This is an optimization exercise on Yosys and OpenROAD, whose aim is small area, not a production implementation.
Where RTL was checked, it was by simulation tests only, not by an equivalence proof against the original.
Power and IR drop assume default switching activity.

==> inputs of v27 <==
==> flow/design.v <==
`timescale 1ns / 1ps
module debounce_one_shot(
    input CLK,
    input EN,
    input RST,
    input BTN,
    output logic DB_BTN
    );
    logic       ph;
    logic [5:0] q;
    wire s25 = q[1] & q[3] & q[4];               
    wire s52 = q[1] & q[2] & q[3] & q[4];        
    wire s53 = q[2] & q[3] & q[4] & q[5];        
    wire last = ph ? s53 : s25;                  
    wire adv  = ph ? (s52 | s53 | ~BTN) : BTN;   
    wire step = adv & ~last;
    assign DB_BTN = ph & s52;
    wire load = EN | RST;                        
    wire move = EN & step & ~RST;                
    wire wrap = RST | (EN & ph & s53);           
    wire hold = ~load;
    wire fb   = ~(q[5] ^ q[0]);
    always_ff @(posedge CLK) begin
        ph   <= (load & ~RST & (ph ? ~s53 : (BTN & s25))) | (hold & ph);
        q[0] <= (move & fb)   | (hold & q[0]);
        q[1] <= (move & q[0]) | (hold & q[1]);
        q[2] <= (move & q[1]) | (hold & q[2]);
        q[3] <= (move & q[2]) | (hold & q[3]);
        q[4] <= (move & q[3]) | (hold & q[4]);
        q[5] <= (move & q[4]) | wrap | (hold & q[5]);
    end
endmodule
`timescale 1ns / 1ps
module position_mover(
    input RBTN,
    input LBTN,
    input clock,
    input en,
    input reset,
    input rst,
    output [2:0] columnPosition
    );
    logic [2:0] position;
    always_ff @(posedge clock) begin
        if (reset)
            position <= 3'b011;
        else if (en) begin
            if (rst)
                position <= 3'b011;
            else if (RBTN && !LBTN && !(position[2] && position[1]))
                position <= position + 3'd1;
            else if (LBTN && !RBTN && position != 3'd0)
                position <= position - 3'd1;
        end
    end
    assign columnPosition = position;
endmodule
`timescale 1ns / 1ps
module game_state(
    input clock,
    input en,
    input reset,
    input rst,
    input select,
    input [2:0] columnPosition,
    output logic [7:0] green_driver,
    output logic [7:0] blue_driver,
    output logic [7:0] row_driver
    );
    logic       turn;
    logic [2:0] topPos;
    logic       topTurn;
    logic [2:0] scan;
    wire clr = reset | (en & rst);
    always_ff @(posedge clock) begin
        if (clr)
            turn <= 1'b0;
        else if (en & select)
            turn <= ~turn;
    end
    always_ff @(posedge clock) begin
        if (reset) begin
            topPos  <= 3'd7;
            topTurn <= 1'b0;
            scan    <= 3'd0;
        end else if (en) begin
            topPos  <= columnPosition;
            topTurn <= turn;
            scan    <= scan + 3'd1;
        end
    end
    wire       s0 = (scan == 3'd0);
    wire       s2 = (scan == 3'd2);
    wire [4:0] lvl;                      
    wire [5:1] above;                    
    assign lvl[0] = (scan == 3'd7);
    assign lvl[1] = (scan == 3'd6);
    assign lvl[2] = (scan == 3'd5);
    assign lvl[3] = (scan == 3'd4);
    assign lvl[4] = (scan == 3'd3);
    assign above[1] = lvl[0];
    assign above[2] = scan[2] & scan[1];
    assign above[3] = scan[2] & (scan[1] | scan[0]);
    assign above[4] = scan[2];
    assign above[5] = scan[2] | (scan[1] & scan[0]);
    wire topTurnRow = s0 & topTurn;
    logic [5:0] w   [0:6];
    logic [6:0] og, ob;
    logic [6:0] sel;                     
    logic [5:0] cw;                      
    logic       cog, cob;                
    always_comb begin
        cw = 6'd0;
        cog = 1'b0;
        cob = 1'b0;
        for (int i = 0; i < 7; i++) begin
            sel[i] = (columnPosition == i);
            cw = cw | ({6{sel[i]}} & w[i]);
            cog = cog | (sel[i] & og[i]);
            cob = cob | (sel[i] & ob[i]);
        end
    end
    wire nog = cog | (cw[5] & ~turn);
    wire nob = cob | (cw[5] & turn);
    wire [5:0] cp = {1'b0, cw[5], cw[5] | cw[4], cw[5] | cw[4] | cw[3],
                     cw[5] | cw[4] | cw[3] | cw[2], cw[5] | cw[4] | cw[3] | cw[2] | cw[1]};
    wire [5:0] ct = cw & ~cp;            
    wire [5:0] nw = {cw[5] | ct[4], (cw[4:0] & ~(ct[4:0] & {5{~turn}})) | {ct[3:0], 1'b0}};
    wire drop = en & select & ~rst & ~reset;
    genvar gc;
    generate
        for (gc = 0; gc < 7; gc++) begin : col
            wire [5:0] cwc = w[gc];
            wire d    = drop & sel[gc];
            wire hold = ~(d | clr);
            always_ff @(posedge clock) begin
                w[gc] <= ({6{d}} & nw) | ({6{hold}} & cwc) | {5'b0, clr};
                og[gc] <= (d & nog) | (hold & og[gc]);
                ob[gc] <= (d & nob) | (hold & ob[gc]);
            end
            wire lit = (cwc[1] & above[1]) | (cwc[2] & above[2]) | (cwc[3] & above[3]) |
                       (cwc[4] & above[4]) | (cwc[5] & above[5]) |
                       (s0 & (topPos == gc));
            wire blu = (cwc[0] & lvl[0]) | (cwc[1] & lvl[1]) | (cwc[2] & lvl[2]) |
                       (cwc[3] & lvl[3]) | (cwc[4] & lvl[4]) | topTurnRow;
            assign green_driver[7 - gc] = ~((lit & ~blu) | (s2 & og[gc]));
            assign blue_driver[7 - gc]  = ~((lit & blu) | (s2 & ob[gc]));
        end
    endgenerate
    assign green_driver[0] = 1'b1;
    assign blue_driver[0]  = 1'b1;
    assign row_driver = 8'd1 << scan;
endmodule
`timescale 1ns / 1ps
`timescale 1ns / 1ps
module connect_four(
    input clock,
    input reset,                        
    input rbtn, lbtn, mbtn, bbtn,
    output logic [7:0] row, greenColumn, blueColumn
    );
    logic tick, db_mbtn, db_bbtn, db_lbtn, db_rbtn;
    logic [2:0] position;
    clk_div MYCLOCK (.clk(clock), .reset(reset), .sclk(tick));
    debounce_one_shot debouncer1 (.CLK(clock), .EN(tick), .RST(reset), .BTN(mbtn), .DB_BTN(db_mbtn));
    debounce_one_shot debouncer2 (.CLK(clock), .EN(tick), .RST(reset), .BTN(bbtn), .DB_BTN(db_bbtn));
    debounce_one_shot debouncer3 (.CLK(clock), .EN(tick), .RST(reset), .BTN(rbtn), .DB_BTN(db_rbtn));
    debounce_one_shot debouncer4 (.CLK(clock), .EN(tick), .RST(reset), .BTN(lbtn), .DB_BTN(db_lbtn));
    position_mover mover (
        .RBTN(db_rbtn), .LBTN(db_lbtn), .rst(db_bbtn),
        .clock(clock), .en(tick), .reset(reset),
        .columnPosition(position)
    );
    game_state game (
        .clock(clock), .en(tick), .reset(reset),
        .rst(db_bbtn), .select(db_mbtn), .columnPosition(position),
        .green_driver(greenColumn), .blue_driver(blueColumn), .row_driver(row)
    );
endmodule
module clk_div (
    input clk,
    input reset,
    output sclk
    );
    logic [6:0] q;
    assign sclk = ~q[6] & ~q[5] & ~q[3] & q[2] & ~q[1] & ~q[0];
    always_ff @(posedge clk) begin
        if (reset)
            q <= 7'b1011110;
        else
            q <= {q[5], q[4] | sclk, q[3:0], ~(q[6] ^ q[0])};
    end
endmodule
==> flow/flow/run.sh <==
#!/bin/bash
# Layout flow: the standard ORFS flow, with the ports buffered by the
# smallest buffer and cells on paths with slack downsized after global
# routing. Each tool's full output goes to a log file in this folder.
set -euo pipefail
bash standard.sh \
  "BUFFER_PORTS_ARGS=-buffer_cell sky130_fd_sc_hd__buf_1" \
  RECOVER_POWER=100 \
  finish > standard_flow.log 2>&1
==> flow/standard.sh <==
#!/bin/bash
# synth_recipe.tcl (not shown) runs the flow's synth.tcl, then flattens the netlist and writes it again
# the make line also repeats each setting of config.mk as NAME=value (left out here)
make -C /OpenROAD-flow-scripts/flow DESIGN_CONFIG=/design/flow/config.mk WORK_HOME=/design/flow/orfs CLKGATE_MAP_FILE= SYNTH_SCRIPT=/design/flow/synth_recipe.tcl "${@:-finish}"
==> flow/config.mk <==
export PLATFORM = sky130hd
export DESIGN_NAME = connect_four
export DESIGN_NICKNAME = connect_four
export VERILOG_FILES = /design/flow/design.v
export SDC_FILE = /design/flow/constraint.sdc
export NUM_CORES = 4
export LEC_CHECK = 0
export CAP_MARGIN = 20
export CORE_MARGIN = 2
export CORE_UTILIZATION = 40
export CTS_BUF_LIST = sky130_fd_sc_hd__clkbuf_8
export PLACE_DENSITY = 0.6
export SLEW_MARGIN = 20
==> flow/constraint.sdc <==
create_clock -name core_clock -period 10.0 [get_ports {clock}]
set_input_delay 2.0000 -clock core_clock [delete_from_list [all_inputs] [get_ports {clock}]]
set_output_delay 2.0000 -clock core_clock [all_outputs]
set_load 0.01 [all_outputs]
==> inputs of v33, as changes to v27 <==
==> flow/flow/run.sh (replaced) <==
#!/bin/bash
# Layout flow: the standard ORFS flow with three changes.
#  1. After the standard synthesis, the combinational logic of its netlist is
#     mapped again by ABC with an area script. The flip-flops stay exactly as
#     the standard synthesis made them (same cells, same instance names).
#  2. Ports are buffered with the smallest buffer (buf_1).
#  3. Cells on paths with slack are downsized after global routing.
# Each tool's full output goes to a log file in this folder.
set -euo pipefail
HERE=$(pwd)
R=$HERE/orfs/results/$FLOW_PLATFORM/connect_four/base
LIB=$FLOW_HOME/platforms/$FLOW_PLATFORM/lib/sky130_fd_sc_hd__tt_025C_1v80.lib
KNOBS=("BUFFER_PORTS_ARGS=-buffer_cell sky130_fd_sc_hd__buf_1" "RECOVER_POWER=100")

# 1. standard synthesis
bash standard.sh "${KNOBS[@]}" synth > 1_standard_synth.log 2>&1

# 2. re-map the combinational logic
python3 flow/mkmap.py "$LIB" cells_map.v > mkmap.log 2>&1
cp "$R/1_2_yosys.v" 1_2_yosys_standard.v
cat > resynth.ys <<EOT
read_liberty -lib $LIB
read_verilog 1_2_yosys_standard.v
hierarchy -top $FLOW_TOP
techmap -map cells_map.v
techmap
opt -fast
opt_clean -purge
abc -liberty $LIB -dont_use *lpflow* -dont_use *probe* -script $HERE/flow/area.abc
opt_clean -purge
setundef -zero
hilomap -singleton -hicell sky130_fd_sc_hd__conb_1 HI -locell sky130_fd_sc_hd__conb_1 LO
insbuf -buf sky130_fd_sc_hd__buf_4 A X
splitnets
opt_clean -purge
tee -o resynth_stat.txt stat -liberty $LIB
check -assert -mapped
write_verilog -noattr -nohex -nodec 1_2_yosys_resynth.v
EOT
yosys -s resynth.ys > resynth.log 2>&1
# the same flip-flop instances, cell for cell
diff <(grep -oE '^ *sky130_fd_sc_hd__df[a-z0-9_]+ [^ ]+' 1_2_yosys_standard.v | sort) \
     <(grep -oE '^ *sky130_fd_sc_hd__df[a-z0-9_]+ [^ ]+' 1_2_yosys_resynth.v | sort) > ff_check.log 2>&1
cp 1_2_yosys_resynth.v "$R/1_2_yosys.v"
rm -f "$R/1_synth.odb"

# 3. the rest of the standard flow
bash standard.sh "${KNOBS[@]}" finish > 2_standard_finish.log 2>&1
==> flow/flow/area.abc (new file) <==
strash
balance
rewrite
refactor
balance
rewrite
rewrite -z
balance
refactor -z
rewrite -z
balance
&get -n
&dch -f
&nf -a -R 1000
&put
==> flow/flow/mkmap.py (new file) <==
# Writes a Yosys techmap file that turns each combinational sky130 cell into
# its logic function (from the Liberty file), for re-mapping with ABC.
import re, sys
lib = open(sys.argv[1]).read()
def blocks(text, kind):
    for m in re.finditer(r'\b%s\s*\(\s*"?([A-Za-z0-9_]+)"?\s*\)\s*\{' % kind, text):
        i = m.end(); depth = 1
        while depth:
            c = text[i]
            if c == '{': depth += 1
            elif c == '}': depth -= 1
            i += 1
        yield m.group(1), text[m.end():i-1]
out = []
for name, body in blocks(lib, 'cell'):
    if re.search(r'\b(ff|latch|statetable)\s*\(', body): continue
    ins, outs = [], []
    ok = True
    for pin, pb in blocks(body, 'pin'):
        d = re.search(r'direction\s*:\s*"?(\w+)', pb)
        if not d: continue
        if d.group(1) == 'input': ins.append(pin)
        elif d.group(1) == 'output':
            f = re.search(r'function\s*:\s*"([^"]*)"', pb)
            if not f or 'VPWR' in f.group(1) or 'VGND' in f.group(1): ok = False; break
            outs.append((pin, f.group(1)))
        else: ok = False
    if not ok or not outs: continue
    ports = ins + [o for o, _ in outs]
    s = 'module %s(%s);\n' % (name, ', '.join(ports))
    for i in ins: s += '  input %s;\n' % i
    for o, f in outs:
        e = f.replace('!', '~').replace('+', '|').replace('*', '&')
        s += '  output %s;\n  assign %s = %s;\n' % (o, o, e)
    out.append(s + 'endmodule\n')
open(sys.argv[2], 'w').write(''.join(out))
print(len(out), 'cells')
==> inputs of v28, as changes to v27 <==
==> flow/design.v, changed modules only <==
module debounce_one_shot(
    input CLK,
    input EN,
    input RST,
    input BTN,
    output logic DB_BTN
    );
    logic       ph;
    logic [5:0] q;
    wire s25 = q[1] & q[3] & q[4];               
    wire s52 = q[1] & q[2] & q[3] & q[4];        
    wire s53 = q[2] & q[3] & q[4] & q[5];        
    wire last = ph ? s53 : s25;                  
    wire adv  = ph ? (s52 | s53 | ~BTN) : BTN;   
    wire step = adv & ~last;
    assign DB_BTN = ph & s52;
    always_ff @(posedge CLK) begin
        if (RST) begin
            ph <= 1'b0;
            q  <= 6'b100000;
        end else if (EN) begin
            ph <= ph ? ~s53 : (BTN & s25);
            q  <= {(step & q[4]) | (ph & s53),
                   {5{step}} & {q[3:0], ~(q[5] ^ q[0])}};
        end
    end
endmodule
module game_state(
    input clock,
    input en,
    input reset,
    input rst,
    input select,
    input [2:0] columnPosition,
    output logic [7:0] green_driver,
    output logic [7:0] blue_driver,
    output logic [7:0] row_driver
    );
    logic       turn;
    logic [2:0] topPos;
    logic       topTurn;
    logic [2:0] scan;
    wire clr = reset | (en & rst);
    always_ff @(posedge clock) begin
        if (clr)
            turn <= 1'b0;
        else if (en & select)
            turn <= ~turn;
    end
    always_ff @(posedge clock) begin
        if (reset) begin
            topPos  <= 3'd7;
            topTurn <= 1'b0;
            scan    <= 3'd0;
        end else if (en) begin
            topPos  <= columnPosition;
            topTurn <= turn;
            scan    <= scan + 3'd1;
        end
    end
    wire       s0 = (scan == 3'd0);
    wire       s2 = (scan == 3'd2);
    wire [4:0] lvl;                      
    wire [5:1] above;                    
    assign lvl[0] = (scan == 3'd7);
    assign lvl[1] = (scan == 3'd6);
    assign lvl[2] = (scan == 3'd5);
    assign lvl[3] = (scan == 3'd4);
    assign lvl[4] = (scan == 3'd3);
    assign above[1] = lvl[0];
    assign above[2] = scan[2] & scan[1];
    assign above[3] = scan[2] & (scan[1] | scan[0]);
    assign above[4] = scan[2];
    assign above[5] = scan[2] | (scan[1] & scan[0]);
    wire topTurnRow = s0 & topTurn;
    genvar gc;
    generate
        for (gc = 0; gc < 7; gc++) begin : col
            logic [5:0] w;
            logic og, ob;
            wire [5:0] p = {1'b0, w[5], w[5] | w[4], w[5] | w[4] | w[3],
                            w[5] | w[4] | w[3] | w[2], w[5] | w[4] | w[3] | w[2] | w[1]};
            wire [5:0] t = w & ~p;
            wire d  = en & select & (columnPosition == gc);
            wire dg = d & ~turn;
            wire db = d & turn;
            always_ff @(posedge clock) begin
                if (clr) begin
                    w  <= 6'b000001;
                    og <= 1'b0;
                    ob <= 1'b0;
                end else begin
                    w[0] <= w[0] & ~(dg & t[0]);
                    w[1] <= (w[1] & ~(dg & t[1])) | (d & t[0]);
                    w[2] <= (w[2] & ~(dg & t[2])) | (d & t[1]);
                    w[3] <= (w[3] & ~(dg & t[3])) | (d & t[2]);
                    w[4] <= (w[4] & ~(dg & t[4])) | (d & t[3]);
                    w[5] <= w[5] | (d & t[4]);
                    og   <= og | (dg & w[5]);
                    ob   <= ob | (db & w[5]);
                end
            end
            wire lit = (w[1] & above[1]) | (w[2] & above[2]) | (w[3] & above[3]) |
                       (w[4] & above[4]) | (w[5] & above[5]) |
                       (s0 & (topPos == gc));
            wire blu = (w[0] & lvl[0]) | (w[1] & lvl[1]) | (w[2] & lvl[2]) |
                       (w[3] & lvl[3]) | (w[4] & lvl[4]) | topTurnRow;
            assign green_driver[7 - gc] = ~((lit & ~blu) | (s2 & og));
            assign blue_driver[7 - gc]  = ~((lit & blu) | (s2 & ob));
        end
    endgenerate
    assign green_driver[0] = 1'b1;
    assign blue_driver[0]  = 1'b1;
    assign row_driver = 8'd1 << scan;
endmodule
==> flow/run.sh (new file) <==
#!/bin/bash
# synth_recipe.tcl (not shown) runs the flow's synth.tcl, then flattens the netlist and writes it again
# the make line also repeats each setting of config.mk as NAME=value (left out here)
make -C /OpenROAD-flow-scripts/flow DESIGN_CONFIG=/design/flow/config.mk WORK_HOME=/design/flow/orfs CLKGATE_MAP_FILE= SYNTH_SCRIPT=/design/flow/synth_recipe.tcl finish
removed: flow/flow/run.sh
removed: flow/standard.sh
==> summary.txt <==
switch share - 0.225
total sequential power - 409 uW
GR Util met1 - 0.300
status - complete, no violations
inverter count - 11
worst setup margin - 4780 ps
Worst EP arrival - 3220 ps
peak fanout along the critical path - 15
internal reg-to-reg setup slack - 6530 ps
area of the multi-input gates - 2450 sq um
That was v33.
==> summary.txt <==
status - complete, no violations
peak fanout along the critical path - 17
inverter count - 29
Worst EP arrival - 3570 ps
switch share - 0.221
worst setup margin - 4430 ps
total sequential power - 409 uW
GR Util met1 - 0.269
That was v28.
==> summary.txt <==
inverter count - 14
GR Util met1 - 0.264
switch share - 0.236
area of the multi-input gates - 2640 sq um
status - complete, no violations
peak fanout along the critical path - 27
total sequential power - 410 uW
That was v27.
No functional check of the RTL was part of v28.

[separate check: timing with driven ports]
No port has a modelled driver above. Below, the same layouts with a new extraction and two added sets of constraints.
Step 1 (the two cells are an assumption about what drives the block):
set clk [get_ports {clock}]
set_driving_cell -lib_cell sky130_fd_sc_hd__clkbuf_16 $clk
set_driving_cell -lib_cell sky130_fd_sc_hd__buf_2 [delete_from_list [all_inputs] $clk]
Step 2 times the ports against the registers' clock, not the clock port: input delays grow and output delays shrink by t, the midpoint of the rising clock arrivals with the driver on.
a / b / c = ideal / step 1 / step 2; a / b = the first two.
run	t (ns)	setup slack, ns	worst register clock-pin slew, ns	worst data-port slew with drivers (ns)	pins driven straight from the clock port
v27	0.422	4.888 / 4.897 / 4.474	0.11 / 0.11	0.03	1
v33	0.418	4.780 / 4.746 / 5.164	0.10 / 0.10	0.03	1
v28	0.419	4.428 / 4.392 / 4.811	0.10 / 0.10	0.03	1
After both steps every run listed still meets setup and hold. For v27, which loses most, drivers alone change the setup slack by +0.009 ns; drivers and shift together by -0.414 ns.
